From an optimization exercise on the open Yosys and OpenROAD flow, aimed at small area; shortcuts taken in it are not production practice. Function was checked by simulation only, so behaviour that the tests miss may differ from the original. Power is estimated from default activity; no workload was simulated.

==> module mdu_array, before the edit <==
module mdu_array (
    input  logic [31:0] b,       
    input  logic [31:0] a,       
    input  logic [31:0] inj,     
    input  logic        divm,
    input  logic [31:0] z,       
    output logic [31:0] lo,      
    output logic [31:0] hi,      
    output logic [31:0] q        
);
    logic [31:0] xn [0:32];
    logic [31:0] h1, h2;
    assign xn[32] = '0;
    genvar i, k;
    generate
        for (i = 31; i >= 0; i = i - 1) begin : row
            localparam int L = 32 - i;
            logic [31:0] x, y, s;
            logic [32:0] c;
            logic keep, cm;
            assign x = {xn[i+1][30:0], inj[i]};
            assign c[0] = divm;
            for (k = 0; k < L; k = k + 1) begin : dbit
                assign s[k] = x[k] ^ b[k] ^ c[k];
                assign c[k+1] = (x[k] & b[k]) | (c[k] & (x[k] ^ b[k]));
            end
            assign q[i] = divm & z[i] & c[L];
            assign keep = divm ? ~(z[i] & c[L]) : ~a[i];
            if (L < 32) begin : mreg
                assign cm = c[L] & a[i];
                for (k = L; k < 32; k = k + 1) begin : mbit
                    logic ck;
                    assign ck = (k == L) ? cm : c[k];
                    assign y[k] = b[k] & a[i];
                    assign s[k] = x[k] ^ y[k] ^ ck;
                    assign c[k+1] = (x[k] & y[k]) | (ck & (x[k] ^ y[k]));
                end
                assign h1[i] = c[32];
            end else begin : nomreg
                assign h1[i] = c[32] & a[i] & ~divm;
            end
            for (k = 0; k < 32; k = k + 1) begin : nxt
                if (k < L) begin : d
                    assign xn[i][k] = keep ? x[k] : s[k];
                end else begin : m
                    assign xn[i][k] = s[k];
                end
            end
            if (i >= 1) begin : hh
                assign h2[i-1] = xn[i][31];
            end
        end
    endgenerate
    assign h2[31] = 1'b0;
    assign lo = xn[0];
    logic [31:0] hs, hc;
    logic        hs_co;
    rca #(32) u_hs (.a({h1[31:1], 1'b0}), .b(h2), .ci(1'b0), .s(hs), .co(hs_co));
    assign hc[0] = h1[0];
    for (k = 1; k < 32; k = k + 1) begin : inc
        assign hc[k] = hc[k-1] & hs[k-1];
    end
    assign hi = hs ^ hc;
endmodule
==> module multiplier_unit, before the edit <==
module multiplier_unit (
    input  logic [31:0] i_a,         
    input  logic [31:0] i_b,         
    input  logic [2:0]  i_funct3,
    input  logic        i_shift,     
    input  logic        i_sra,
    input  logic [4:0]  i_shamt,
    output logic [31:0] o_result
);
    logic        divm, sa, sb, sra_s, inva, right;
    logic [31:0] am, bm, onehot, barr, lo, hi, q, z, sel;
    logic [4:0]  sh;
    logic        neg, cin;
    assign divm  = ~i_shift & i_funct3[2];
    assign sa    = ~i_shift & i_a[31] & (i_funct3[2] ? ~i_funct3[0] : (i_funct3[1] ^ i_funct3[0]));
    assign sb    = ~i_shift & i_b[31] & (i_funct3[2] ? ~i_funct3[0] : (~i_funct3[1] & i_funct3[0]));
    assign sra_s = i_shift & i_sra & i_a[31];
    assign right = i_shift & i_funct3[2];
    assign inva  = sa | sra_s;
    logic [31:0] poa, pob, pos;
    prefix_or u_poa (.x(i_a), .po(poa));
    prefix_or u_pob (.x(i_b), .po(pob));
    assign am = i_a ^ ({32{inva}} & (poa | {32{~sa}}));
    assign bm = i_b ^ ({32{sb}} & pob);
    assign sh = right ? (~i_shamt + 5'd1) : i_shamt;
    assign onehot = 32'b1 << sh;
    assign barr = i_shift ? onehot : (bm ^ {32{divm}});
    assign z[0] = 1'b1;
    genvar i;
    generate
        for (i = 1; i < 32; i = i + 1) begin : zz
            assign z[i] = ~|bm[31:32-i];
        end
    endgenerate
    mdu_array u_arr (
        .b    (barr),
        .a    (am),
        .inj  (am & {32{divm}}),
        .divm (divm),
        .z    (z),
        .lo   (lo),
        .hi   (hi),
        .q    (q)
    );
    always_comb begin
        if (i_shift) begin
            sel = (right & |i_shamt) ? hi : lo;
            neg = sra_s;
            cin = 1'b0;
        end else begin
            case (i_funct3)
                3'b000:                 begin sel = lo; neg = 1'b0;            cin = 1'b0; end
                3'b001, 3'b010, 3'b011: begin sel = hi; neg = sa ^ sb;         cin = (sa ^ sb) & ~|lo; end
                3'b100, 3'b101:         begin sel = q;  neg = (sa ^ sb) & |i_b; cin = (sa ^ sb) & |i_b; end
                default:                begin sel = lo; neg = sa;              cin = sa; end
            endcase
        end
    end
    prefix_or u_pos (.x(sel), .po(pos));
    assign o_result = sel ^ ({32{neg}} & (pos | {32{~cin}}));
endmodule
Settings: LEC_CHECK=0, CAP_MARGIN=20, CORE_MARGIN=2, CORE_UTILIZATION=50, CTS_BUF_LIST=sky130_fd_sc_hd__clkbuf_4, PLACE_DENSITY=0.6, SLEW_MARGIN=20; clock period 300.0 ns.
standard.sh (not shown) runs the stock make flow with config.mk's settings and CLKGATE_MAP_FILE= SYNTH_SCRIPT=/design/flow/synth_recipe.tcl, a recipe that flattens the netlist after the stock synthesis.
==> flow/flow/run.sh <==
#!/bin/bash
export BUFFER_PORTS_ARGS="-buffer_cell sky130_fd_sc_hd__buf_1"
export CTS_ARGS="-sink_clustering_enable -repair_clock_nets -buf_list sky130_fd_sc_hd__clkbuf_4 -sink_clustering_size 8 -sink_clustering_max_diameter 40 -dont_use_dummy_load"
bash standard.sh > standard_flow.log 2>&1
Rerun with:
--- a/flow/design.v
+++ b/flow/design.v
@@ -1,9 +1,9 @@
 module mdu_array (
     input  logic [31:0] b,       
-    input  logic [31:0] a,       
+    input  logic [31:0] en,      
     input  logic [31:0] inj,     
     input  logic        divm,
-    input  logic [31:0] z,       
+    input  logic [31:0] cin,     
     output logic [31:0] lo,      
     output logic [31:0] hi,      
     output logic [31:0] q        
@@ -14,38 +14,24 @@
     genvar i, k;
     generate
         for (i = 31; i >= 0; i = i - 1) begin : row
-            localparam int L = 32 - i;
             logic [31:0] x, y, s;
             logic [32:0] c;
-            logic keep, cm;
             assign x = {xn[i+1][30:0], inj[i]};
-            assign c[0] = divm;
-            for (k = 0; k < L; k = k + 1) begin : dbit
-                assign s[k] = x[k] ^ b[k] ^ c[k];
-                assign c[k+1] = (x[k] & b[k]) | (c[k] & (x[k] ^ b[k]));
-            end
-            assign q[i] = divm & z[i] & c[L];
-            assign keep = divm ? ~(z[i] & c[L]) : ~a[i];
-            if (L < 32) begin : mreg
-                assign cm = c[L] & a[i];
-                for (k = L; k < 32; k = k + 1) begin : mbit
-                    logic ck;
-                    assign ck = (k == L) ? cm : c[k];
-                    assign y[k] = b[k] & a[i];
-                    assign s[k] = x[k] ^ y[k] ^ ck;
-                    assign c[k+1] = (x[k] & y[k]) | (ck & (x[k] ^ y[k]));
-                end
-                assign h1[i] = c[32];
-            end else begin : nomreg
-                assign h1[i] = c[32] & a[i] & ~divm;
+            assign y = b & {32{en[i]}};
+            assign c[0] = cin[i];
+            for (k = 0; k < 32; k = k + 1) begin : bitk
+                assign s[k] = x[k] ^ y[k] ^ c[k];
+                assign c[k+1] = (x[k] & y[k]) | (c[k] & (x[k] ^ y[k]));
             end
+            assign q[i] = divm & c[32-i];
             for (k = 0; k < 32; k = k + 1) begin : nxt
-                if (k < L) begin : d
-                    assign xn[i][k] = keep ? x[k] : s[k];
+                if (k <= 31 - i) begin : d
+                    assign xn[i][k] = (divm & ~q[i]) ? x[k] : s[k];
                 end else begin : m
                     assign xn[i][k] = s[k];
                 end
             end
+            assign h1[i] = c[32];
             if (i >= 1) begin : hh
                 assign h2[i-1] = xn[i][31];
             end
@@ -53,14 +39,7 @@
     endgenerate
     assign h2[31] = 1'b0;
     assign lo = xn[0];
-    logic [31:0] hs, hc;
-    logic        hs_co;
-    rca #(32) u_hs (.a({h1[31:1], 1'b0}), .b(h2), .ci(1'b0), .s(hs), .co(hs_co));
-    assign hc[0] = h1[0];
-    for (k = 1; k < 32; k = k + 1) begin : inc
-        assign hc[k] = hc[k-1] & hs[k-1];
-    end
-    assign hi = hs ^ hc;
+    assign hi = h1 + h2;
 endmodule
 module prefix_or (
     input  logic [31:0] x,
@@ -110,10 +89,10 @@
     endgenerate
     mdu_array u_arr (
         .b    (barr),
-        .a    (am),
+        .en   (divm ? z : am),
         .inj  (am & {32{divm}}),
         .divm (divm),
-        .z    (z),
+        .cin  (z & {32{divm}}),
         .lo   (lo),
         .hi   (hi),
         .q    (q)
- die area goes up by 2.6%
- combinational power goes down by 47%
- power goes down by 32%
- sequential power is about the same
- cell count goes up by 7.0%
- core utilization goes down by 0.34 points
- worst setup slack loses 0.21 ns
- clock skew goes up by 0.050 ns

Another version of the RTL of core (not shown whole).
Size: ~1200 flip-flops, ~180 I/O pins.
==> module mdu_array, before the edit <==
module mdu_array (
    input  logic [31:0] b,       
    input  logic [31:0] a,       
    input  logic [31:0] inj,     
    input  logic        divm,
    input  logic [31:0] z,       
    output logic [31:0] lo,      
    output logic [31:0] hi,      
    output logic [31:0] q        
);
    logic [31:0] xn [0:32];
    logic [31:0] h1, h2;
    assign xn[32] = '0;
    genvar i, k;
    generate
        for (i = 31; i >= 0; i = i - 1) begin : row
            localparam int L = 32 - i;
            logic [31:0] x, y, s;
            logic [32:0] c;
            logic keep, cm;
            assign x = {xn[i+1][30:0], inj[i]};
            assign c[0] = divm;
            for (k = 0; k < L; k = k + 1) begin : dbit
                assign s[k] = x[k] ^ b[k] ^ c[k];
                assign c[k+1] = (x[k] & b[k]) | (c[k] & (x[k] ^ b[k]));
            end
            assign q[i] = divm & z[i] & c[L];
            assign keep = divm ? ~(z[i] & c[L]) : ~a[i];
            if (i == 31) begin : mreg31
                for (k = L; k < 32; k = k + 1) begin : mbit
                    assign s[k] = b[k] & a[i];
                    assign c[k+1] = 1'b0;
                end
                assign cm = 1'b0;
                assign h1[i] = 1'b0;
            end else if (L < 32) begin : mreg
                assign cm = c[L] & a[i];
                for (k = L; k < 32; k = k + 1) begin : mbit
                    logic ck;
                    assign ck = (k == L) ? cm : c[k];
                    assign y[k] = b[k] & a[i];
                    assign s[k] = x[k] ^ y[k] ^ ck;
                    assign c[k+1] = (x[k] & y[k]) | (ck & (x[k] ^ y[k]));
                end
                assign h1[i] = c[32];
            end else begin : nomreg
                assign h1[i] = c[32] & a[i] & ~divm;
            end
            for (k = 0; k < 32; k = k + 1) begin : nxt
                if (k < L) begin : d
                    assign xn[i][k] = keep ? x[k] : s[k];
                end else begin : m
                    assign xn[i][k] = s[k];
                end
            end
            if (i >= 1) begin : hh
                assign h2[i-1] = xn[i][31];
            end
        end
    endgenerate
    assign h2[31] = 1'b0;
    assign lo = xn[0];
    logic [31:0] hs, hc;
    logic        hs_co;
    rca #(32) u_hs (.a({h1[31:1], 1'b0}), .b(h2), .ci(1'b0), .s(hs), .co(hs_co));
    assign hc[0] = h1[0];
    for (k = 1; k < 32; k = k + 1) begin : inc
        assign hc[k] = hc[k-1] & hs[k-1];
    end
    assign hi = hs ^ hc;
endmodule
==> flow/config.mk <==
export PLATFORM = sky130hd
export DESIGN_NAME = core
export DESIGN_NICKNAME = core
export VERILOG_FILES = /design/flow/design.v
export SDC_FILE = /design/flow/constraint.sdc
export NUM_CORES = 8
export LEC_CHECK = 0
export CAP_MARGIN = 20
export CORE_MARGIN = 2
export CORE_UTILIZATION = 50
export CTS_BUF_LIST = sky130_fd_sc_hd__clkbuf_4
export PLACE_DENSITY = 0.8
export SLEW_MARGIN = 20
==> flow/constraint.sdc <==
create_clock -name core_clock -period 300.0 [get_ports {i_clk}]
set_input_delay 60.0000 -clock core_clock [delete_from_list [all_inputs] [get_ports {i_clk}]]
set_output_delay 60.0000 -clock core_clock [all_outputs]
set_load 0.01 [all_outputs]
Scripts as last shown in full above: flow/flow/run.sh
Rerun with:
--- a/flow/design.v
+++ b/flow/design.v
@@ -25,16 +25,9 @@
                 assign c[k+1] = (x[k] & b[k]) | (c[k] & (x[k] ^ b[k]));
             end
             assign q[i] = divm & z[i] & c[L];
             assign keep = divm ? ~(z[i] & c[L]) : ~a[i];
-            if (i == 31) begin : mreg31
-                for (k = L; k < 32; k = k + 1) begin : mbit
-                    assign s[k] = b[k] & a[i];
-                    assign c[k+1] = 1'b0;
-                end
-                assign cm = 1'b0;
-                assign h1[i] = 1'b0;
-            end else if (L < 32) begin : mreg
+            if (L < 32) begin : mreg
                 assign cm = c[L] & a[i];
                 for (k = L; k < 32; k = k + 1) begin : mbit
                     logic ck;
                     assign ck = (k == L) ? cm : c[k];
- sequential share of layout area stays flat
- hold slack improved by 0.0071 ns
- utilization goes down by 0.12 points
- total power goes up by 1.3%
- die area goes up by 0.36%
- global-route usage goes down by 0.91 points
- count of clock-buffer cells in the layout goes up by 2
- design area is about the same
- synthesized cell count goes down by 0.61%

port drivers added, routing unchanged:
Ports are ideal in the flow. The routed layouts listed here were re-timed in OpenROAD.
Step 1, drivers: a clkbuf_16 drives i_clk and a buf_2 each remaining input, both assumed.
Step 2 also shifts input and output timing later by t, the mid clock arrival at the registers, as if the neighbouring blocks saw the same clock.
a / b / c = no drivers / after step 1 / after step 2; a / b = the first two.
run	shift t [ns]	setup slack, ns	clock arrival spread, ns	worst register clock-pin slew, ns
the first run of note 1	1.297	4.944 / 4.995 / 3.698	0.138 / 0.138	0.11 / 0.11
the second run of note 1	1.239	4.738 / 4.788 / 3.549	0.188 / 0.188	0.11 / 0.11
the first run of note 2	1.303	5.217 / 5.269 / 3.966	0.209 / 0.210	0.11 / 0.11
the second run of note 2	1.241	5.666 / 5.727 / 4.486	0.211 / 0.210	0.11 / 0.11
After both steps every run listed still meets setup and hold. The setup slack of the first run of note 2, which loses most, moves by +0.052 ns with the drivers and by -1.251 ns with both steps.
